Context: an optimization exercise on an open-source flow, tuned for small area and few clock cycles. The choices shown serve that exercise and are no tape-out recipe. Where RTL was checked, it was by simulation tests only, not by an equivalence proof against the original. Function not checked in runs 1, 4 and 5: the RTL went through the layout flow alone. Power is estimated from default activity; no workload was simulated.

## flow/design.v

```verilog
module LCD_CTRL(clk, reset, IROM_Q, cmd, cmd_valid, IROM_EN, IROM_A, IRB_RW, IRB_D, IRB_A, busy, done);
input            clk;
input            reset;
input      [7:0] IROM_Q;
input      [3:0] cmd;
input            cmd_valid;
output           IROM_EN;
output     [5:0] IROM_A;
output           IRB_RW;
output     [7:0] IRB_D;
output     [5:0] IRB_A;
output           busy;
output           done;
reg  [2:0] wr;           
reg  [2:0] wc;           
reg  [2:0] r0, r1;       
reg  [2:0] c0, c1;
reg        sact;         
reg  [1:0] sdir;         
reg  [2:0] sk;           
reg        ld_v;         
reg  [5:0] ld_a;
reg        wr_req;       
reg [63:0] dirty;
wire [7:0] pix   [0:63];
wire       rows_e = (r1 < r0);               
wire       av_u   = (r0 != 3'd0);
wire       av_d   = (r1 != 3'd7);
wire       av_l   = (c0 != 3'd0) & ~rows_e;
wire       av_r   = (c1 != 3'd7) & ~rows_e;
wire       full   = ~av_u & ~av_d & ~av_l & ~av_r;
wire [2:0] wr1    = wr + 3'd1;
wire [2:0] wc1    = wc + 3'd1;
wire       in_r   = ~rows_e & (wr >= r0) & (wr1 <= r1);
wire       in_c   = (wc >= c0) & (wc1 <= c1);
reg  [1:0] nd;
always @(*) begin
    if (av_d & ~(wr1 <= r1))      nd = 2'd1;
    else if (av_u & (wr < r0))    nd = 2'd0;
    else if (av_l & (wc < c0))    nd = 2'd2;
    else if (av_r & ~(wc1 <= c1)) nd = 2'd3;
    else if (av_u & (~av_d | (wr - r0) <= (r1 - wr1)) & (~av_l | (wr - r0) <= (wc - c0)) & (~av_r | (wr - r0) <= (c1 - wc1)))
                                  nd = 2'd0;
    else if (av_d & (~av_l | (r1 - wr1) <= (wc - c0)) & (~av_r | (r1 - wr1) <= (c1 - wc1)))
                                  nd = 2'd1;
    else if (av_l & (~av_r | (wc - c0) <= (c1 - wc1)))
                                  nd = 2'd2;
    else                          nd = 2'd3;
end
wire       issue  = sact | ~full;
wire [1:0] d      = sact ? sdir : nd;
wire [2:0] k      = sact ? sk : 3'd0;
wire [2:0] slast  = d[1] ? (r1 - r0) : (c1 - c0);
wire       last   = (k == slast);
reg  [2:0] qr, qc;       
always @(*) begin
    case (d)
        2'd0:    begin qr = r0 - 3'd1; qc = c0 + k;    end
        2'd1:    begin qr = r1 + 3'd1; qc = c0 + k;    end
        2'd2:    begin qr = r0 + k;    qc = c0 - 3'd1; end
        default: begin qr = r0 + k;    qc = c1 + 3'd1; end
    endcase
end
assign IROM_EN = ~(issue | reset);
assign IROM_A  = reset ? 6'd27 : {qr, qc};
always @(posedge clk) begin
    if (reset) begin
        r0   <= 3'd3;
        r1   <= 3'd2;
        c0   <= 3'd3;
        c1   <= 3'd4;
        sact <= 1'b1;
        sdir <= 2'd1;
        sk   <= 3'd1;
        ld_v <= 1'b1;
        ld_a <= 6'd27;
    end else begin
        ld_v <= issue;
        ld_a <= {qr, qc};
        if (issue) begin
            sact <= ~last;
            sdir <= d;
            sk   <= k + 3'd1;
            if (last) begin
                case (d)
                    2'd0:    r0 <= r0 - 3'd1;
                    2'd1:    r1 <= r1 + 3'd1;
                    2'd2:    c0 <= c0 - 3'd1;
                    default: c1 <= c1 + 3'd1;
                endcase
            end
        end
    end
end
wire       ld_in  = ((ld_a[5:3] == wr) | (ld_a[5:3] == wr1)) & ((ld_a[2:0] == wc) | (ld_a[2:0] == wc1));
wire       ready  = in_r & in_c & ~(ld_v & ld_in);
wire       load_end = full & ~sact & ~ld_v;
wire       flushing  = wr_req & load_end;
wire       any_dirty = |dirty;
assign done = flushing & ~any_dirty;
reg        pv;           
reg  [3:0] pc;
assign busy = wr_req | pv;
wire       take    = cmd_valid & ~busy;
wire [3:0] ec      = pv ? pc : cmd;      
wire       is_data = (ec == 4'd5) | (ec == 4'd6) | (ec == 4'd7) |
                     (ec == 4'd9) | (ec == 4'd10) | (ec == 4'd11) | (ec == 4'd12);
wire       exec    = (pv | take) & (~is_data | ready);
wire       cmd_we  = exec & is_data;
always @(posedge clk) begin
    if (reset) begin
        pv <= 1'b0;
        pc <= 4'd0;
    end else begin
        pv <= (pv | take) & ~exec;
        if (take)
            pc <= cmd;
    end
end
always @(posedge clk) begin
    if (reset) begin
        wr     <= 3'd3;
        wc     <= 3'd3;
        wr_req <= 1'b0;
    end else if (exec) begin
        case (ec)
            4'd0: wr_req <= 1'b1;
            4'd1: if (wr != 3'd0) wr <= wr - 3'd1;
            4'd2: if (wr != 3'd6) wr <= wr + 3'd1;
            4'd3: if (wc != 3'd0) wc <= wc - 3'd1;
            4'd4: if (wc != 3'd6) wc <= wc + 3'd1;
            4'd8: begin wr <= 3'd3; wc <= 3'd3; end
            default: ;
        endcase
    end
end
reg  [5:0] fa;           
integer    n;
always @(*) begin
    fa = 6'd0;
    for (n = 63; n >= 0; n = n - 1)
        if (dirty[n]) fa = n[5:0];
end
wire       flush_we = flushing & any_dirty;
wire [1:0] rh0 = wr[2:1] + {1'b0, wr[0]};
wire [1:0] rh1 = wr[2:1];
wire [1:0] ch0 = wc[2:1] + {1'b0, wc[0]};
wire [1:0] ch1 = wc[2:1];
wire [5:0] wa [0:3];     
assign wa[0] = {rh0, 1'b0, ch0, 1'b0};
assign wa[1] = {rh0, 1'b0, ch1, 1'b1};
assign wa[2] = {rh1, 1'b1, ch0, 1'b0};
assign wa[3] = {rh1, 1'b1, ch1, 1'b1};
wire [5:0] ra [0:3];     
wire [7:0] bv [0:3];     
genvar b;
generate
    for (b = 0; b < 4; b = b + 1) begin : g_rd
        assign ra[b] = flushing ? {fa[5:4], b[1], fa[2:1], b[0]} : wa[b];
        assign bv[b] = pix[ra[b]];
    end
endgenerate
wire [9:0] sum = bv[0] + bv[1] + bv[2] + bv[3];
wire [7:0] avg = sum[9:2];
reg  [7:0] nv [0:3];     
integer    j;
always @(*) begin
    for (j = 0; j < 4; j = j + 1) begin
        case (ec)
            4'd5:    nv[j] = avg;
            4'd6:    nv[j] = bv[j ^ 2];
            4'd7:    nv[j] = bv[j ^ 1];
            4'd9:    nv[j] = (bv[j][7:6] == 2'b11) ? 8'd255 : {bv[j][7:6] + 2'd1, bv[j][5:0]};
            4'd10:   nv[j] = (bv[j][7:6] == 2'b00) ? 8'd0   : {bv[j][7:6] - 2'd1, bv[j][5:0]};
            4'd11:   nv[j] = (bv[j] > 8'd128) ? 8'd255 : 8'd0;
            default: nv[j] = (bv[j] < 8'd128) ? 8'd255 : 8'd0;
        endcase
    end
end
wire [1:0] fb = {fa[3], fa[0]};
genvar a;
generate
    for (a = 0; a < 64; a = a + 1) begin : g_pix
        wire [1:0] bk    = {a[3], a[0]};
        wire       sel   = (ra[bk] == a);
        wire       c_hit = cmd_we & sel;
        wire       l_hit = ld_v & (ld_a == a);
        wire       h_hit = ~(c_hit | l_hit);
        reg  [7:0] q;
        always @(posedge clk)
            q <= ({8{c_hit}} & nv[bk]) | ({8{l_hit}} & IROM_Q) | ({8{h_hit}} & q);
        assign pix[a] = q;
        always @(posedge clk)
            dirty[a] <= ~reset & (c_hit | (dirty[a] & ~(flush_we & sel & (fb == bk))));
    end
endgenerate
assign IRB_RW = ~((ld_v & ~reset) | flush_we);
assign IRB_A  = ld_v ? ld_a : fa;
assign IRB_D  = ld_v ? IROM_Q : bv[fb];
endmodule
```

## flow/run.sh

```bash
#!/bin/bash
# synth_recipe.tcl (not shown) runs the flow's synth.tcl, then flattens the netlist and writes it again
# the make line also repeats each setting of config.mk as NAME=value (left out here)
make -C /OpenROAD-flow-scripts/flow DESIGN_CONFIG=/design/flow/config.mk WORK_HOME=/design/flow/orfs CLKGATE_MAP_FILE= SYNTH_SCRIPT=/design/flow/synth_recipe.tcl finish
```

## flow/config.mk

```make
export PLATFORM = sky130hd
export DESIGN_NAME = LCD_CTRL
export DESIGN_NICKNAME = LCD_CTRL
export VERILOG_FILES = /design/flow/design.v
export SDC_FILE = /design/flow/constraint.sdc
export NUM_CORES = 4
export LEC_CHECK = 0
export CAP_MARGIN = 10
export CORE_MARGIN = 2
export CORE_UTILIZATION = 50
export CTS_CLUSTER_DIAMETER = 110
export CTS_CLUSTER_SIZE = 24
export PLACE_DENSITY = 0.6
export SLEW_MARGIN = 10
```

## flow/constraint.sdc

```tcl
create_clock -name core_clock -period 10.0 [get_ports {clk}]
set_input_delay 2.0000 -clock core_clock [delete_from_list [all_inputs] [get_ports {clk}]]
set_output_delay 2.0000 -clock core_clock [all_outputs]
set_load 0.01 [all_outputs]
```

==> summary.txt, run 1 <==
status = timing/DRC/antenna clean
Setup violations, final = 0
Post-synth top cells = dfxtp_1, o21ai_0, a22oi_1
Internal = 5959 uW
Synth Register Bits = 613
EDFF count, synth = 0
sequential element share of the synthesized area = 38.14%
non-filler cells, final = 4,584
final wirelength = 148.8 mm
top cell type's share of synthesized area = 38.14%
Crit Path Class = reg -> reg
initial core utilization = 50.82%
Startpoint Class = register
post-synthesis async set-or-reset flop share = 0%
PortBufs = 38
Syn Nets = 3,873
H-tree depth = 2
hold buffers post-CTS = 0
I/O pin count = 39
Die X = 257.7 microns
worst slew pin tran = 1.308 ns
Synth Cell Area = 32,180 sq um
PwrDens = 321.0 nW/um^2
Worst slew margin = 12.49%
min Tclk post-route = 9.181 ns
Max-Cap Viols = 0
Core Area = 63,310 sq um
Setup Buffers After CTS = 0
Antenna Violating Nets Remaining = 0
synth top area cells = dfxtp_1, a22oi_1, o21ai_0
worst slack at placement = 1.137 ns
switching power = 5210 uW
worst skew pair latency = 0.64 ns
cell repeated most along the worst path = a21oi_1
Num Clock Sinks = 613
full die area = 66,400 sq um
Fin Setup TNS = 0 ns
element type at the critical path end = register
GR Overflow Total = 0
CTS clk-pin slew, worst paths = 0.10 ns
Ys Warns = 2
Slew Viols, Final = 0
Crit Path Max Fanout = 19
RSZ-0062 raised after global routing = no
CP Data Arrival Time = 9.66 ns
drt first-iter violations = 5,544
number of detailed-route iterations in the first pass = 8
worst hold margin = 0.4673 ns
Synth area leader = dfxtp_1
clock skew = 0.04994 ns
Avg Cell Area, Syn = 8.523 sq um
most numerous cell in the Yosys netlist = dfxtp_1
Highest Clock Rate = 0.1089 GHz
gate count of the mapped netlist = 3,775
post-DP HPWL = 104.7 mm
deepest clock path buffer count = 3
Final WS setup = 0.8193 ns
Comb pwr share = 51.0%
Placed Cells = 4,538
share of layout cells above drive strength 1 = 7.865%
row cnt = 92
CP bufs+invs = 5
Synth Flop Type = dfxtp_1
Num CTS Buffers = 34
power share of the clock group = 14.0%
Final Hold Fails = 0
Netlist cell types = 92
CTS tree = yes
fillers = 5,828
routability cong. = 1.058
GRT Resource Usage Total = 43.23%
largest net degree at the start of global routing = 78
Layout Nets = 3,827
Seq pwr share = 35.0%
global-route wire length before repair = 216.2 mm
final period utilization = 91.81%
Resize count post-CTS = 0
DR vias/cell = 7.430
Root Driver = clkbuf_16
slowest stage delay, CP = 0.74 ns
Die H = 257.7 microns
Hold WC Path Type = reg -> reg
P&R area growth vs syn = 8.135%
Ant. Diodes = 0
vias = 34,060
Max rail drop VDD = 0.0003111 V
Leakage Power = 0.01311 uW
Worst Path Required = 10.48 ns
Routed wire per std cell = 32.45 microns
residual DRC count = 0
Slowest-stage cell, CP = and3b_1
vias in the first global route = 31,870
Crit path max-delay family = compound AO/OA/AOI/OAI gates
switching share of power = 46.64%
antenna violations before repair = 4
power groups by stage:
stage	Clock, uW	Combinational (uW)	Sequential, uW
global placement	0	5410	3890
finish	1560	5700	3910
detailed placement	0	5440	3900
global route	1640	6010	3970
CTS	1560	5470	3860
floorplan	0	3500	3650
metal layers:
metal  vias to the layer above  routed length [microns]  share of wire (%)  GRT usage (%)
met4                         6                    10620                7.1          25.79
met5                         -                       43              0.029              0
met1                     16500                    55870                 38          56.29
li1                      14280                        -                  -              -
met3                       611                    19740                 13          11.73
met2                      2663                    62500                 42          64.16
placed cells by master (no fill, tap or decap), types with 32 or more instances in the layout:
cell type,synthesis,layout
nand3_1,75,74
o21ai_0,521,521
a21oi_1,223,222
a22o_1,69,69
dfxtp_1,613,613
inv_1,101,101
buf_4,2,120
clkbuf_16,0,34
nor3_1,42,40
ha_1,59,59
nor2_1,265,254
mux4_2,38,38
a221o_1,36,36
a21o_1,65,64
o21ai_1,48,45
mux2i_1,80,80
xnor2_1,32,32
nand2_1,302,302
a22oi_1,452,451
flip-flops by register name, summed over array words and instances (netlist names):
signal and count:
pc 4, r1 3, r0 3, pv 1, sact 1, sk 3
wr 3, sdir 2, c0 3, dirty 64, wr_req 1, ld_a 6
ld_v 1, wc 3, g_pix.q 512, c1 3
path summary, 6_finish.rpt:
check,from,endpoint,slack [ns],depth (start not counted)
setup / recovery,r0[2],g_pix[24].q[7],0.82,29
hold / removal,sk[1],sk[1],0.47,2
setup reg to reg,r0[2],g_pix[24].q[7],0.82,29
hold reg to reg,sk[1],sk[1],0.47,2
logic make-up after synthesis:
group / count (synthesis) / share of synthesized area [%]
XOR/XNOR: 41 / 1.116
multiplexers: 126 / 5.429
adder cells (fa/ha/maj): 83 / 3.788
AND/OR/NAND/NOR: 861 / 12.28
AO/OA/AOI/OAI: 1705 / 34.99
flip-flops: 613 / 38.14
buffers and inverters: 346 / 4.262
tightest hold or removal path, delay by kind of cell, from the launching register on:
family | cells | cell delay [ns]
flip-flops | 1 | 0.32
AO/OA/AOI/OAI | 1 | 0.05
AND/OR/NAND/NOR | 1 | 0.06
through the flow:
step	cell area [sq um]	power, uW	utilization, %
floorplan	32180	7150	-
finish	34790	11170	54.96
CTS	34780	10890	54.94
detailed placement	33790	9345	53.37
global placement	33790	9300	53.37
global route	34790	11630	54.96
layout make-up:
cell class                 instances  area (sq um)  area share, %
multi-input combinational       2816         18780          53.98
sequential                       613         12270          35.27
inverter                         103         386.6          1.111
tap                              846          1059          3.042
clock inverter                     9         135.1         0.3884
timing repair buffer             161          1303          3.744
clock buffer                      36         858.3          2.467
==> inputs of run 2 (changes only) <==
--- a/flow/design.v
+++ b/flow/design.v
@@ -100,7 +100,7 @@
 assign done = flushing & ~any_dirty;
 reg        pv;           
 reg  [3:0] pc;
-assign busy = wr_req | pv;
+assign busy = ~done & (wr_req | pv);
 wire       take    = cmd_valid & ~busy;
 wire [3:0] ec      = pv ? pc : cmd;      
 wire       is_data = (ec == 4'd5) | (ec == 4'd6) | (ec == 4'd7) |
==> summary.txt, run 2 <==
vias in the first global route = 30,730
RSZ-0062 raised after global routing = no
min Tclk post-route = 9.108 ns
Fin Setup TNS = 0 ns
status = timing/DRC/antenna clean
Resize count post-CTS = 0
most frequent cells in the layout = dfxtp_1, a22oi_1, o21ai_0, nand2_1, a21oi_1
Final WS setup = 0.8920 ns
residual DRC count = 0
I/O pin count = 39
post-synthesis async set-or-reset flop share = 0%
Num Clock Sinks = 613
placed cell areas = 32,860 sq um
worst slew pin tran = 1.407 ns
commonest non-fill, non-tap cell in the layout = dfxtp_1
P&R area growth vs syn = 6.357%
Slew Viols, Final = 0
Post-synth top cells = dfxtp_1, a22oi_1, o21ai_0
Crit Path Class = reg -> out
Leakage Power = 0.01205 uW
cell area after layout = 33,700 sq um
Final Hold Fails = 0
Hold WC Path Type = reg -> reg
deepest clock path buffer count = 3
routability cong. = 1.084
sequential cell area = 12,270 sq um
CP Data Arrival Time = 7.11 ns
Root Driver = clkbuf_16
number of detailed-route iterations in the first pass = 9
EDFF count, synth = 0
largest net degree at the start of global routing = 81
PwrDens = 311.9 nW/um^2
Layout Nets = 3,717
row cnt = 92
CTS tree = yes
global-route wire length before repair = 208.9 mm
Startpoint Class = register
element type at the critical path end = primary output
drt first-iter violations = 5,133
Worst slew margin = 5.977%
largest reg by FF count = g_pix.q
GRT Resource Usage Total = 41.97%
Core Area = 62,850 sq um
hold buffers post-CTS = 0
Synth Cell Area = 31,690 sq um
Max-Cap Viols = 0
DR vias/cell = 7.355
final period utilization = 91.08%
Setup violations, final = 0
initial core utilization = 50.42%
worst slack at placement = 1.489 ns
Die H = 255.7 microns
Multi-input gate area = 18,070 sq um
Largest register FFs = 512
antenna violations before repair = 8
share of layout cells above drive strength 1 = 7.366%
Ys Warns = 2
Tot Pwr = 10,510 uW
Die X = 255.7 microns
synth top area cells = dfxtp_1, a22oi_1, o21ai_0
Avg Cell Area, Syn = 8.564 sq um
clock skew = 0.03073 ns
Cell Chain, Critical Path = inv_1 -> ha_1 -> and3b_1 -> o21ai_1 -> a21oi_1 -> a21oi_4 -> buf_4 -> nor2_4 -> buf_4 -> a222oi_1 -> o22a_1 -> nand4_1 -> o21ai_0 -> a21oi_1 -> a21oi_1 -> o21ai_0 -> clkdlybuf4s50_1
top cell type's share of synthesized area = 38.73%
Synth area leader = dfxtp_1
GR Overflow Total = 0
H-tree depth = 1
Antenna Violating Nets Remaining = 0
Synth Flop Type = dfxtp_1
post-DP HPWL = 100.6 mm
Worst Path Required = 8.00 ns
Netlist cell types = 105
Max rail drop VDD = 0.0001990 V
cell repeated most along the worst path = a21oi_1
Synth Register Bits = 613
full die area = 65,400 sq um
slowest stage delay, CP = 0.79 ns
most numerous cell in the Yosys netlist = dfxtp_1
Highest Clock Rate = 0.1098 GHz
gate count of the mapped netlist = 3,700
Crit Path Max Fanout = 26
final wirelength = 143.5 mm
Num CTS Buffers = 30
PortBufs = 38
Top Registers = g_pix.q (512), dirty (64), ld_a (6)
Syn Nets = 3,798
fillers = 5,977
worst skew pair latency = 0.66 ns
Setup Buffers After CTS = 0
vias = 32,890
Routed wire per std cell = 32.09 microns
Slowest-stage cell, CP = a222oi_1
CTS clk-pin slew, worst paths = 0.10 ns
sequential element share of the synthesized area = 38.73%
run 2: cell count changes in the layout (fill, tap and decap cells not counted), moves of 19 or more:
cell      delta
a22oi_1     +83
a222oi_1    +46
mux2_2      +30
a22o_1      -39
mux4_2      -38
o21ai_1    +126
nand3_1     -36
a221o_1     -23
a21o_1      -40
o21ai_0     -43
mux2i_1     -19
nor2_1      -68
buf_4       -20
run 2: worst max-delay path: cells and delay by family (launching register included):
kind | cells | cell delay, ns
and+or+nand+nor | 3 | 1.09
buffers and inverters | 4 | 1.35
adders and majority gates | 1 | 0.38
AOI/OAI and AO/OA | 9 | 3.16
DFF | 1 | 0.45
run 2: logic make-up after synthesis:
logic type               share of synthesized area (%)
adder cells (fa/ha/maj)                          3.846
flip-flops                                       38.73
multiplexers                                     3.676
XOR/XNOR                                         1.078
buffers and inverters                            4.620
AND/OR/NAND/NOR                                  11.10
AO/OA/AOI/OAI                                    36.96
run 2: routing by layer:
metal / wire length [microns] / track usage, %
met5: 41 / 0
met4: 9610 / 23.33
met3: 17040 / 9.844
met2: 61430 / 63.13
met1: 55380 / 55.48
run 2: through the flow:
step | instances | hold WS, ns | util, %
after detailed placement | 4433 | 0.4593 | 52.28
final | 4472 | 0.4636 | 53.62
after global routing | 4471 | 0.5074 | 53.62
after CTS | 4471 | 0.4657 | 53.62
after floorplan | 3700 | 0.4321 | -
after global placement | 4433 | 0.4438 | 52.28
run 2: layout make-up:
type | instances | share of cell area [%]
clock inverters | 5 | 0.1671
inverters | 85 | 0.9467
well taps | 846 | 3.141
flip-flops and latches | 613 | 36.41
diodes | 1 | 0.007425
multi-input cells | 2749 | 53.62
repair buffers | 140 | 3.386
clock buffers | 33 | 2.320
run 2: worst paths after layout:
kind              slack [ns]  cells after the start   from        endpoint
setup reg to reg        1.16                     26  r0[2]  g_pix[61].q[5]
setup / recovery        0.89                     17  r0[2]        IRB_D[0]
hold / removal          0.46                      2  sk[1]           sk[1]
hold reg to reg         0.46                      2  sk[1]           sk[1]
run 2: power breakdown:
part           internal [uW]  total, uW  switching [uW]
Combinational           1810       5270            3460
Sequential              3270       3830             553
Clock                    564       1410             850
Total                   5650      10500            4870
Testbench counts of run 2, summed over its fixed seeds: cycles 6,545.
==> inputs of run 3 (changes only) <==
--- a/flow/config.mk
+++ b/flow/config.mk
@@ -7,8 +7,8 @@
 export LEC_CHECK = 0
 export CAP_MARGIN = 10
 export CORE_MARGIN = 2
-export CORE_UTILIZATION = 50
-export CTS_CLUSTER_DIAMETER = 110
-export CTS_CLUSTER_SIZE = 24
-export PLACE_DENSITY = 0.6
+export CORE_UTILIZATION = 55
+export CTS_CLUSTER_DIAMETER = 115
+export CTS_CLUSTER_SIZE = 26
+export PLACE_DENSITY = 0.65
 export SLEW_MARGIN = 10
==> summary.txt, run 3 <==
status = timing/DRC/antenna clean
GR Overflow Total = 0
worst slew pin tran = 1.202 ns
worst hold margin = 0.4665 ns
commonest non-fill, non-tap cell in the layout = dfxtp_1
WHS Path Cells = 2
post-synthesis async set-or-reset flop share = 0%
switching share of power = 45.98%
I/O pin count = 39
hold buffers post-CTS = 0
CP Data Arrival Time = 9.56 ns
Highest Clock Rate = 0.1096 GHz
PortBufs = 38
mux cell area share after synthesis = 3.676%
final wirelength = 138.5 mm
gate count of the mapped netlist = 3,700
Die X = 244.0 microns
main combinational cell family by area after synthesis = compound AO/OA/AOI/OAI gates
Slew Viols, Final = 0
number of detailed-route iterations in the first pass = 10
Synth Area in XOR/XNOR = 1.078%
worst skew pair latency = 0.63 ns
Routed wire per std cell = 31.66 microns
worst hold start = sk[1]
Synth Register Bits = 613
simple-gate share of the synthesized area = 11.10%
Syn Nets = 3,798
sequential element share of the synthesized area = 38.73%
clock skew = 0.02866 ns
Synth Flop Type = dfxtp_1
EDFF count, synth = 0
Seq pwr share = 37.1%
vias = 33,040
power share of the clock group = 12.6%
R2R Setup Slk = 0.87 ns
RSZ-0062 raised after global routing = no
PwrDens = 308.4 nW/um^2
CTS clk-pin slew, worst paths = 0.10 ns
Crit Path Max Fanout = 37
Ys Warns = 2
Setup violations, final = 0
Comb pwr share = 50.2%
worst slack at placement = 1.196 ns
drt first-iter violations = 5,075
Worst Path Required = 10.44 ns
initial core utilization = 55.87%
Final WS setup = 0.8746 ns
placed cell areas = 32,750 sq um
Max-Cap Viols = 0
full die area = 59,550 sq um
Final Hold Fails = 0
worst r2r src = r0[2]
Worst slew margin = 19.73%
share of layout cells above drive strength 1 = 7.161%
synth top area cells = dfxtp_1, a22oi_1, o21ai_0
Synth area leader = dfxtp_1
Synth Area in Compound Gates = 36.96%
vias in the first global route = 31,370
antenna violations before repair = 6
top cell type's share of synthesized area = 38.73%
Layout Nets = 3,715
residual DRC count = 0
GRT Resource Usage Total = 44.76%
Resize count post-CTS = 0
Internal = 5577 uW
capturing point of the worst reg2reg path = g_pix[25].q[5]
fillers = 5,072
Tot Pwr = 10,320 uW
min Tclk post-route = 9.125 ns
most frequent cells in the layout = dfxtp_1, a22oi_1, o21ai_0, nand2_1, a21oi_1
deepest clock path buffer count = 3
Core Area = 56,710 sq um
largest net degree at the start of global routing = 77
post-DP HPWL = 94.89 mm
Hold WC Path Type = reg -> reg
Leakage Power = 0.01199 uW
Fin Setup TNS = 0 ns
global-route wire length before repair = 203.0 mm
WHS Endpoint = sk[1]
Top Registers = g_pix.q (512), dirty (64), ld_a (6)
element type at the critical path end = register
Num CTS Buffers = 27
Root Driver = clkbuf_16
Die H = 244.0 microns
Netlist cell types = 105
largest reg by FF count = g_pix.q
Setup Buffers After CTS = 0
worst reg2reg path depth = 24
CTS tree = yes
most numerous cell in the Yosys netlist = dfxtp_1
H-tree depth = 1
Post-synth top cells = dfxtp_1, a22oi_1, o21ai_0
DR vias/cell = 7.551
Startpoint Class = register
Synth Cell Area = 31,690 sq um
Antenna Violating Nets Remaining = 0
Max rail drop VDD = 0.0001784 V
Num Clock Sinks = 613
switching power = 4747 uW
final period utilization = 91.25%
cell area after layout = 33,470 sq um
Post-Synth Adder-Cell Area = 3.846%
Crit Path Class = reg -> reg
P&R area growth vs syn = 5.639%
Largest register FFs = 512
row cnt = 87
Avg Cell Area, Syn = 8.564 sq um
routability cong. = 1.034
[run 3: worst max-delay path: stages (launching register included)]
cell and delay [ns]:
dfxtp_1 0.43, inv_1 0.13, ha_1 0.38, a21oi_1 0.39, a21boi_1 0.34, o21ai_1 0.43, a21boi_4 0.74, buf_4 0.60
mux2i_1 0.18, o21ai_0 0.30, nand2_1 0.15, a41oi_1 0.69, fa_1 0.57, fa_1 0.54, fa_1 0.43, a21o_1 0.19
a21oi_1 0.24, o21bai_1 0.11, a21oi_1 0.26, xnor2_1 0.09, nand2_1 0.07, inv_1 0.11, a221o_1 0.31, a2111oi_4 0.89
o21ai_0 0.28
[run 3: power groups by stage]
stage,clock (uW),combinational [uW],sequential [uW]
2_1_floorplan,0,3370,3620
3_3_place_gp,0,4860,3820
3_5_place_dp,0,4940,3840
4_1_cts,1300,4960,3790
5_1_grt,1380,5460,3890
6_report,1300,5190,3830
[run 3: cells by family after synthesis]
group                      after synthesis
DFF                                    613
AOI/OAI and AO/OA                     1793
buffers and inverters                  338
adders and majority gates               83
muxes                                  110
and+or+nand+nor                        724
xor gates and xnor gates                39
[run 3: area by class of cell]
class | count | area, sq um | share of cell area [%]
repair buffers | 141 | 1166 | 3.484
flip-flops and latches | 613 | 12270 | 36.66
diodes | 3 | 7.507 | 0.02243
well taps | 756 | 945.9 | 2.826
clock buffers | 28 | 689.4 | 2.060
multi-input cells | 2749 | 18060 | 53.96
inverters | 85 | 319.1 | 0.9532
clock inverters | 1 | 11.26 | 0.03364
[run 3: per-stage QoR]
step / utilization (%) / std cells
after floorplan: - / 3700
after global placement: 57.74 / 4343
after detailed placement: 57.74 / 4343
after CTS: 58.98 / 4372
after global routing: 59.01 / 4373
final: 59.02 / 4376
[run 3: routing by layer]
layer | wire length, microns | track usage [%] | vias up
li1 | - | - | 14000
met1 | 51650 | 58.35 | 15780
met2 | 58110 | 66.13 | 2627
met3 | 18880 | 11.81 | 631
met4 | 9847 | 27.44 | 8
met5 | 56 | 0 | -
[run 3: worst max-delay path by stage]
stage | slack (ns) | to | from | cells after the start
floorplan | 3.09 | g_pix[59].q[5] | r0[2] | 28
global placement | 1.34 | g_pix[61].q[5] | r0[2] | 24
detailed placement | 1.20 | g_pix[25].q[5] | r0[2] | 24
CTS | 1.17 | g_pix[25].q[5] | r0[2] | 24
global route | 0.53 | g_pix[25].q[7] | r0[2] | 26
finish | 0.87 | g_pix[25].q[5] | r0[2] | 24
==> inputs of run 4 (changes only) <==
--- a/flow/design.v
+++ b/flow/design.v
@@ -17,7 +17,7 @@
 reg  [2:0] c0, c1;
 reg        sact;         
 reg  [1:0] sdir;         
-reg  [2:0] sk;           
+reg  [2:0] ilo, ihi;     
 reg        ld_v;         
 reg  [5:0] ld_a;
 reg        wr_req;       
@@ -49,16 +49,22 @@
 end
 wire       issue  = sact | ~full;
 wire [1:0] d      = sact ? sdir : nd;
-wire [2:0] k      = sact ? sk : 3'd0;
-wire [2:0] slast  = d[1] ? (r1 - r0) : (c1 - c0);
-wire       last   = (k == slast);
+wire [2:0] lb     = d[1] ? r0 : c0;      
+wire [2:0] hb     = d[1] ? r1 : c1;
+wire [2:0] wp     = d[1] ? wr : wc;      
+wire [2:0] st     = (wp < lb) ? lb : ((wp > hb) ? hb : wp);
+wire       up_hi  = (ihi != hb);
+wire [2:0] k      = ~sact ? st : (up_hi ? ihi + 3'd1 : ilo - 3'd1);
+wire [2:0] nlo    = (~sact | ~up_hi) ? k : ilo;
+wire [2:0] nhi    = (~sact |  up_hi) ? k : ihi;
+wire       last   = (nlo == lb) & (nhi == hb);
 reg  [2:0] qr, qc;       
 always @(*) begin
     case (d)
-        2'd0:    begin qr = r0 - 3'd1; qc = c0 + k;    end
-        2'd1:    begin qr = r1 + 3'd1; qc = c0 + k;    end
-        2'd2:    begin qr = r0 + k;    qc = c0 - 3'd1; end
-        default: begin qr = r0 + k;    qc = c1 + 3'd1; end
+        2'd0:    begin qr = r0 - 3'd1; qc = k;         end
+        2'd1:    begin qr = r1 + 3'd1; qc = k;         end
+        2'd2:    begin qr = k;         qc = c0 - 3'd1; end
+        default: begin qr = k;         qc = c1 + 3'd1; end
     endcase
 end
 assign IROM_EN = ~(issue | reset);
@@ -71,7 +77,8 @@
         c1   <= 3'd4;
         sact <= 1'b1;
         sdir <= 2'd1;
-        sk   <= 3'd1;
+        ilo  <= 3'd3;
+        ihi  <= 3'd3;
         ld_v <= 1'b1;
         ld_a <= 6'd27;
     end else begin
@@ -80,7 +87,8 @@
         if (issue) begin
             sact <= ~last;
             sdir <= d;
-            sk   <= k + 3'd1;
+            ilo  <= nlo;
+            ihi  <= nhi;
             if (last) begin
                 case (d)
                     2'd0:    r0 <= r0 - 3'd1;
@@ -92,8 +100,19 @@
         end
     end
 end
+reg  [2:0] er0, er1, ec0, ec1;
+always @(*) begin
+    er0 = r0; er1 = r1; ec0 = c0; ec1 = c1;
+    case (sdir)
+        2'd0:    begin er0 = r0 - 3'd1; ec0 = ilo; ec1 = ihi; end
+        2'd1:    begin er1 = r1 + 3'd1; ec0 = ilo; ec1 = ihi; end
+        2'd2:    begin ec0 = c0 - 3'd1; er0 = ilo; er1 = ihi; end
+        default: begin ec1 = c1 + 3'd1; er0 = ilo; er1 = ihi; end
+    endcase
+end
+wire       in_s   = sact & (wr >= er0) & (wr1 <= er1) & (wc >= ec0) & (wc1 <= ec1);
 wire       ld_in  = ((ld_a[5:3] == wr) | (ld_a[5:3] == wr1)) & ((ld_a[2:0] == wc) | (ld_a[2:0] == wc1));
-wire       ready  = in_r & in_c & ~(ld_v & ld_in);
+wire       ready  = ((in_r & in_c) | in_s) & ~(ld_v & ld_in);
 wire       load_end = full & ~sact & ~ld_v;
 wire       flushing  = wr_req & load_end;
 wire       any_dirty = |dirty;
--- a/flow/config.mk
+++ b/flow/config.mk
@@ -7,8 +7,8 @@
 export LEC_CHECK = 0
 export CAP_MARGIN = 10
 export CORE_MARGIN = 2
-export CORE_UTILIZATION = 55
-export CTS_CLUSTER_DIAMETER = 115
-export CTS_CLUSTER_SIZE = 26
-export PLACE_DENSITY = 0.65
+export CORE_UTILIZATION = 50
+export CTS_CLUSTER_DIAMETER = 110
+export CTS_CLUSTER_SIZE = 24
+export PLACE_DENSITY = 0.6
 export SLEW_MARGIN = 10
==> summary.txt, run 4 <==
Leakage Power = 0.01294 uW
Resize count post-CTS = 0
Largest register FFs = 512
worst slew pin tran = 1.325 ns
Worst Path Required = 8.00 ns
post-synthesis async set-or-reset flop share = 0%
CTS tree = yes
deepest clock path buffer count = 3
sequential element share of the synthesized area = 36.92%
clock skew = 0.03222 ns
Crit Path Max Fanout = 9
Placed Cells = 4,768
full die area = 68,890 sq um
EDFF count, synth = 0
PortBufs = 38
I/O pin count = 39
Setup Buffers After CTS = 0
row cnt = 94
H-tree depth = 1
most numerous cell in the Yosys netlist = dfxtp_1
Worst slew margin = 11.50%
Final Hold Fails = 0
Top Registers = g_pix.q (512), dirty (64), ld_a (6)
element type at the critical path end = primary output
Slew Viols, Final = 0
number of detailed-route iterations in the first pass = 9
vias in the first global route = 33,340
most frequent cells in the layout = dfxtp_1, a22oi_1, o21ai_0, nand2_1, a21oi_1
top cell type's share of synthesized area = 36.92%
Post-synth top cells = dfxtp_1, a22oi_1, o21ai_0
Startpoint Class = register
GRT Resource Usage Total = 41.99%
Die X = 262.5 microns
Synth Register Bits = 616
hold buffers post-CTS = 0
DR vias/cell = 7.390
Core Area = 65,980 sq um
largest net degree at the start of global routing = 83
Num Clock Sinks = 616
Final Core Density = 54.23%
global-route wire length before repair = 221.5 mm
Routed wire per std cell = 31.50 microns
status = timing/DRC/antenna clean
PwrDens = 292.2 nW/um^2
worst skew pair latency = 0.67 ns
Hold WC Path Type = reg -> reg
GR Overflow Total = 0
placed cell areas = 34,880 sq um
Num CTS Buffers = 31
cell area after layout = 35,780 sq um
Fin Setup TNS = 0 ns
Ys Warns = 2
fillers = 6,156
largest reg by FF count = g_pix.q
Syn Nets = 4,098
Max rail drop VDD = 0.0002207 V
Crit Path Class = reg -> out
commonest non-fill, non-tap cell in the layout = dfxtp_1
Ant. Diodes = 0
share of layout cells above drive strength 1 = 8.826%
residual DRC count = 0
RSZ-0062 raised after global routing = no
drt first-iter violations = 5,242
initial core utilization = 50.62%
vias = 35,520
Antenna Violating Nets Remaining = 0
routability cong. = 1.056
worst hold margin = 0.4865 ns
CTS clk-pin slew, worst paths = 0.11 ns
Netlist cell types = 99
non-filler cells, final = 4,807
post-DP HPWL = 105.9 mm
P&R area growth vs syn = 7.118%
gate count of the mapped netlist = 3,989
Die H = 262.5 microns
Max-Cap Viols = 0
final period utilization = 95.82%
Avg Cell Area, Syn = 8.373 sq um
Layout Nets = 4,046
min Tclk post-route = 9.582 ns
Synth area leader = dfxtp_1
synth top area cells = dfxtp_1, a22oi_1, o21ai_0
CP Data Arrival Time = 7.58 ns
Synth Flop Type = dfxtp_1
Highest Clock Rate = 0.1044 GHz
Synth Cell Area = 33,400 sq um
final wirelength = 151.4 mm
antenna violations before repair = 1
Setup violations, final = 0
Root Driver = clkbuf_16
## run 4: cell count changes after synthesis, sizes merged, moves of 21 or more
cell    delta
a31oi     +26
mux2      -27
o31ai     +27
a222oi    -38
mux4      +21
nand2     +98
nand3     +68
o211ai    +21
## run 4: final timing paths
kind	from	end	slack, ns	depth (start not counted)
worst max-delay path	wc[0]	IROM_A[5]	0.42	26
worst min-delay path	g_pix[17].q[3]	g_pix[17].q[3]	0.49	2
worst max register to register	r1[2]	g_pix[12].q[7]	1.06	25
worst min register to register	g_pix[17].q[3]	g_pix[17].q[3]	0.49	2
## run 4: cells by family (layout without fill, tap and decap cells)
family          Yosys count  count (layout)  share of synthesized area, %
buf+inv                 356             310                         4.585
compound gates         1835            1835                         35.99
mux                     117             117                         4.372
simple gates            929             929                         13.06
fa+ha+maj                94              94                         3.971
xor+xnor                 42              42                         1.101
flops                   616             616                         36.92
## run 4: area by class of cell
type,count,area (sq um),share of cell area (%)
Clock buffer,34,787.0,2.200
Clock inverter,5,81.33,0.2273
Inverter,79,296.5,0.8288
Multi-Input combinational cell,3017,19670,54.97
Sequential cell,616,12330,34.47
Tap cell,864,1081,3.022
Timing Repair Buffer,192,1531,4.280
## run 4: stage by stage
stage | total power, uW | setup WS [ns]
finish | 10450 | 0.4179
global route | 10890 | 0.03106
CTS | 10200 | 0.1509
detailed placement | 8759 | 0.8742
global placement | 8655 | 1.037
floorplan | 6830 | 1.801
## run 4: worst max-delay path: stages, from the launching register on
cell and delay [ns]:
dfxtp_1 0.45, inv_1 0.26, ha_1 0.41, fa_1 0.57, ha_1 0.27, nor2b_1 0.13, o21a_1 0.16, o211a_1 0.24
a211o_1 0.37, a21oi_1 0.27, nor2_2 0.13, o21ai_0 0.25, ha_1 0.29, nor2b_1 0.13, o21a_1 0.20, or2_2 0.30
o221a_2 0.26, and3_1 0.19, nor3_2 0.27, nor4_1 0.09, a31oi_1 0.23, o31ai_1 0.14, a31oi_1 0.28, buf_4 0.17
a21oi_1 0.06, nor2_1 0.21, clkdlybuf4s50_1 0.58
## run 4: power by group
part	switching [uW]	total [uW]	internal, uW
logic	3470	5340	1860
clock network	886	1460	577
registers	479	3650	3180
## run 4: routing by layer
layer / up-vias / GRT usage [%] / share of wire [%]
li1: 15120 / - / -
met1: 17070 / 55.13 / 38
met2: 2687 / 62.98 / 42
met3: 645 / 10.92 / 13
met4: 2 / 23.08 / 6.7
met5: - / 0 / 0.0053
==> inputs of run 5 (changes only) <==
--- a/flow/design.v
+++ b/flow/design.v
@@ -69,7 +69,7 @@
 end
 assign IROM_EN = ~(issue | reset);
 assign IROM_A  = reset ? 6'd27 : {qr, qc};
-always @(posedge clk) begin
+always @(posedge clk or posedge reset) begin
     if (reset) begin
         r0   <= 3'd3;
         r1   <= 3'd2;
@@ -117,32 +117,18 @@
 wire       flushing  = wr_req & load_end;
 wire       any_dirty = |dirty;
 assign done = flushing & ~any_dirty;
-reg        pv;           
-reg  [3:0] pc;
-assign busy = ~done & (wr_req | pv);
-wire       take    = cmd_valid & ~busy;
-wire [3:0] ec      = pv ? pc : cmd;      
-wire       is_data = (ec == 4'd5) | (ec == 4'd6) | (ec == 4'd7) |
-                     (ec == 4'd9) | (ec == 4'd10) | (ec == 4'd11) | (ec == 4'd12);
-wire       exec    = (pv | take) & (~is_data | ready);
-wire       cmd_we  = exec & is_data;
-always @(posedge clk) begin
-    if (reset) begin
-        pv <= 1'b0;
-        pc <= 4'd0;
-    end else begin
-        pv <= (pv | take) & ~exec;
-        if (take)
-            pc <= cmd;
-    end
-end
-always @(posedge clk) begin
+assign busy = ~done & (wr_req | ~ready);
+wire take    = cmd_valid & ~busy;
+wire is_data = (cmd == 4'd5) | (cmd == 4'd6) | (cmd == 4'd7) |
+               (cmd == 4'd9) | (cmd == 4'd10) | (cmd == 4'd11) | (cmd == 4'd12);
+wire cmd_we  = take & is_data;
+always @(posedge clk or posedge reset) begin
     if (reset) begin
         wr     <= 3'd3;
         wc     <= 3'd3;
         wr_req <= 1'b0;
-    end else if (exec) begin
-        case (ec)
+    end else if (take) begin
+        case (cmd)
             4'd0: wr_req <= 1'b1;
             4'd1: if (wr != 3'd0) wr <= wr - 3'd1;
             4'd2: if (wr != 3'd6) wr <= wr + 3'd1;
@@ -185,7 +171,7 @@
 integer    j;
 always @(*) begin
     for (j = 0; j < 4; j = j + 1) begin
-        case (ec)
+        case (cmd)
             4'd5:    nv[j] = avg;
             4'd6:    nv[j] = bv[j ^ 2];
             4'd7:    nv[j] = bv[j ^ 1];
@@ -196,13 +182,11 @@
         endcase
     end
 end
-wire [1:0] fb = {fa[3], fa[0]};
 genvar a;
 generate
     for (a = 0; a < 64; a = a + 1) begin : g_pix
         wire [1:0] bk    = {a[3], a[0]};
-        wire       sel   = (ra[bk] == a);
-        wire       c_hit = cmd_we & sel;
+        wire       c_hit = cmd_we & (wa[bk] == a);
         wire       l_hit = ld_v & (ld_a == a);
         wire       h_hit = ~(c_hit | l_hit);
         reg  [7:0] q;
@@ -210,10 +194,11 @@
             q <= ({8{c_hit}} & nv[bk]) | ({8{l_hit}} & IROM_Q) | ({8{h_hit}} & q);
         assign pix[a] = q;
         always @(posedge clk)
-            dirty[a] <= ~reset & (c_hit | (dirty[a] & ~(flush_we & sel & (fb == bk))));
+            dirty[a] <= ~reset & (c_hit | (dirty[a] & ~(flush_we & (fa == a))));
     end
 endgenerate
-assign IRB_RW = ~((ld_v & ~reset) | flush_we);
+wire [1:0] fb = {fa[3], fa[0]};
+assign IRB_RW = ~(ld_v | flush_we);
 assign IRB_A  = ld_v ? ld_a : fa;
 assign IRB_D  = ld_v ? IROM_Q : bv[fb];
 endmodule
==> flow/config.mk (replaced) <==
export PLATFORM = sky130hd
export DESIGN_NAME = LCD_CTRL
export DESIGN_NICKNAME = LCD_CTRL
export VERILOG_FILES = /design/flow/design.v
export SDC_FILE = /design/flow/constraint.sdc
export NUM_CORES = 4
export LEC_CHECK = 0
export CAP_MARGIN = 20
export CORE_MARGIN = 2
export CORE_UTILIZATION = 50
export CTS_BUF_LIST = sky130_fd_sc_hd__clkbuf_4
export PLACE_DENSITY = 0.6
export SLEW_MARGIN = 20
==> summary.txt, run 5 <==
Worst slew margin = 16.58%
global-route wire length before repair = 230.0 mm
full die area = 68,800 sq um
row cnt = 94
EDFF count, synth = 0
Crit Path Max Fanout = 7
P&R area growth vs syn = 11.65%
CP Data Arrival Time = 7.71 ns
Layout Nets = 4,219
antenna violations before repair = 4
Core Area = 65,860 sq um
fillers = 6,218
Antenna Violating Nets Remaining = 0
vias = 36,930
CTS clk-pin slew, worst paths = 0.08 ns
worst slew pin tran = 1.251 ns
most numerous cell in the Yosys netlist = dfxtp_1
Num CTS Buffers = 164
Avg Cell Area, Syn = 8.327 sq um
Post-Synth Adder-Cell Area = 3.976%
Post-synth top cells = dfxtp_1, o21ai_0, a22oi_1
GRT Resource Usage Total = 43.99%
Synth area leader = dfxtp_1
main combinational cell family by area after synthesis = compound AO/OA/AOI/OAI gates
DR vias/cell = 7.239
Final Core Density = 56.55%
Die H = 262.3 microns
drt first-iter violations = 5,783
element type at the critical path end = primary output
Routed wire per std cell = 30.90 microns
Crit Path Class = reg -> out
CTS tree = yes
residual DRC count = 0
metal1 wirelength = 60.77 mm
Top Registers = g_pix.q (512), dirty (64), ld_a (6)
final period utilization = 97.09%
vias in the first global route = 34,720
worst skew pair latency = 1.09 ns
initial core utilization = 50.65%
routability cong. = 1.087
H-tree depth = 4
gate count of the mapped netlist = 4,006
status = timing/DRC/antenna clean
commonest non-fill, non-tap cell in the layout = dfxtp_1
share of layout cells above drive strength 1 = 13.18%
Leakage Power = 0.01469 uW
PwrDens = 147.9 nW/um^2
post-DP HPWL = 108.2 mm
WL met3 = 21.93 mm
GR Overflow Total = 0
RSZ-0062 raised after global routing = no
top cell type's share of synthesized area = 34.57%
Syn Nets = 4,115
Netlist cell types = 99
sequential cell area = 12,430 sq um
I/O pin count = 39
mux cell area share after synthesis = 4.197%
Tot Pwr = 5509 uW
Final Hold Fails = 0
Synth Area in Compound Gates = 35.29%
PortBufs = 38
Fin Setup TNS = 0 ns
deepest clock path buffer count = 3
Highest Clock Rate = 0.1030 GHz
min Tclk post-route = 9.709 ns
Largest register FFs = 512
Max-Cap Viols = 0
most frequent cells in the layout = dfxtp_1, o21ai_0, a22oi_1, nand2_1, clkbuf_4
largest reg by FF count = g_pix.q
Ys Warns = 2
Num Clock Sinks = 611
Slew Viols, Final = 0
Die X = 262.3 microns
highest metal used = met5
sequential element share of the synthesized area = 37.27%
Synth Register Bits = 611
Synth Cell Area = 33,360 sq um
Max rail drop VDD = 0.0001075 V
post-synthesis async set-or-reset flop share = 5.728%
Worst Path Required = 8.00 ns
Root Driver = clkbuf_4
largest net degree at the start of global routing = 86
Hold WC Path Type = reg -> reg
hold buffers post-CTS = 0
Synth Area in XOR/XNOR = 1.103%
final wirelength = 157.6 mm
Multi-input gate area = 19,820 sq um
Synth Flop Type = dfxtp_1
Setup violations, final = 0
number of detailed-route iterations in the first pass = 7
DR WL met2 = 64.10 mm
Startpoint Class = register
simple-gate share of the synthesized area = 14.13%
clock skew = 0.1019 ns
synth top area cells = dfxtp_1, a22oi_1, o21ai_0
run 5: cell count changes after synthesis, moves of 19 or more:
cell / change
o21ai_0: +69
dfxtp_1: -40
a22oi_1: -28
buf_2: -25
o31ai_1: -22
dfstp_2: +21
nor2_1: +21
o21ai_1: -19
run 5: critical path, cell delays in order, from the launching register on:
cell and delay (ns):
dfstp_2 0.62, clkinvlp_4 0.19, ha_1 0.37, fa_1 0.56, inv_1 0.08, ha_1 0.28, nor2b_1 0.13, o21ai_0 0.18
a211oi_1 0.14, a311o_1 0.36, a211oi_1 0.29, buf_4 0.21, nor3_1 0.07, a21oi_2 0.27, ha_1 0.32, a21o_1 0.18
a21oi_2 0.23, a31oi_2 0.12, nand2_1 0.10, o21ai_0 0.14, mux4_2 0.56, o21ai_1 0.26, a21oi_1 0.18, or2_2 0.30
clkdlybuf4s50_1 0.48
run 5: cells by family after synthesis:
| family | after synthesis |
|---|---|
| buffers and inverters | 335 |
| xor gates and xnor gates | 42 |
| AOI/OAI and AO/OA | 1815 |
| DFF | 611 |
| and+or+nand+nor | 988 |
| adders and majority gates | 94 |
| muxes | 121 |
run 5: repair_timing:
action                     4_1_cts  5_1_grt
setup endpoints to repair        2        5
gates resized for setup          7        7
setup buffers                    0        2
run 5: per-layer routing:
metal,up-vias,global-route usage (%)
li1,15630,-
met1,17610,58.39
met2,2984,62.31
met3,705,13.66
met4,2,26.61
met5,-,0
run 5: path summary, 6_finish.rpt:
check / from / to / slack (ns) / depth (start not counted)
max in group asynchronous: reset / wc[1] / 8.04 / 4
hold / removal: g_pix[51].q[3] / g_pix[51].q[3] / 0.48 / 2
min in group asynchronous: reset / ilo[2] / 1.47 / 4
hold reg to reg: g_pix[51].q[3] / g_pix[51].q[3] / 0.48 / 2
setup / recovery: wr[0] / IROM_A[3] / 0.29 / 24
setup reg to reg: r1[1] / g_pix[5].q[7] / 0.77 / 25
run 5: cell type report:
type | count | share of cell area [%]
flip-flops and latches | 611 | 33.38
well taps | 864 | 2.903
inverters | 95 | 0.9675
clock buffers | 240 | 4.838
repair buffers | 178 | 3.776
diodes | 3 | 0.02016
multi-input cells | 3060 | 53.20
clock inverters | 51 | 0.9104
run 5: power breakdown:
part	leakage [uW]	switching [uW]	total [uW]	internal, uW
clock	0.00127	1150	2340	1190
sequential	0.00518	50.0	2570	2520
combinational	0.00824	414	598	185
total	0.0147	1610	5510	3890
run 5: per-stage QoR:
stage / setup slack, ns / cell area [sq um] / hold slack, ns / std cells
floorplan: 1.578 / 33360 / 0.4397 / 4006
global placement: 1.205 / 34980 / 0.4516 / 4804
detailed placement: 1.096 / 35000 / 0.4555 / 4805
CTS: 0.04388 / 37170 / 0.4731 / 5096
global route: 0.03370 / 37240 / 0.4963 / 5101
finish: 0.2912 / 37240 / 0.4769 / 5102

[re-timing with driven ports]
No port has a modelled driver above. Below, the same layouts with a new extraction and two added sets of constraints.
Step 1 assumes that a clkbuf_16 drives the clock port and a buf_2 every other input.
Step 2 times the ports against the registers' clock, not the clock port: input delays grow and output delays shrink by t, the midpoint of the rising clock arrivals with the driver on.
Three values: no drivers, after step 1, after step 2; two values: the first two.
| run | t, ns | setup WS [ns] | latest minus earliest clock arrival (ns) |
|---|---|---|---|
| run 1 | 0.681 | 0.819 / 0.819 / 0.819 | 0.050 / 0.050 |
| run 2 | 0.708 | 0.892 / 0.832 / 1.163 | 0.031 / 0.031 |
| run 3 | 0.680 | 0.875 / 0.875 / 0.875 | 0.028 / 0.029 |
| run 4 | 0.719 | 0.418 / 0.353 / 1.062 | 0.033 / 0.032 |
| run 5 | 1.099 | 0.291 / 0.230 / 0.767 | 0.102 / 0.102 |
After both steps every run listed still meets setup and hold.
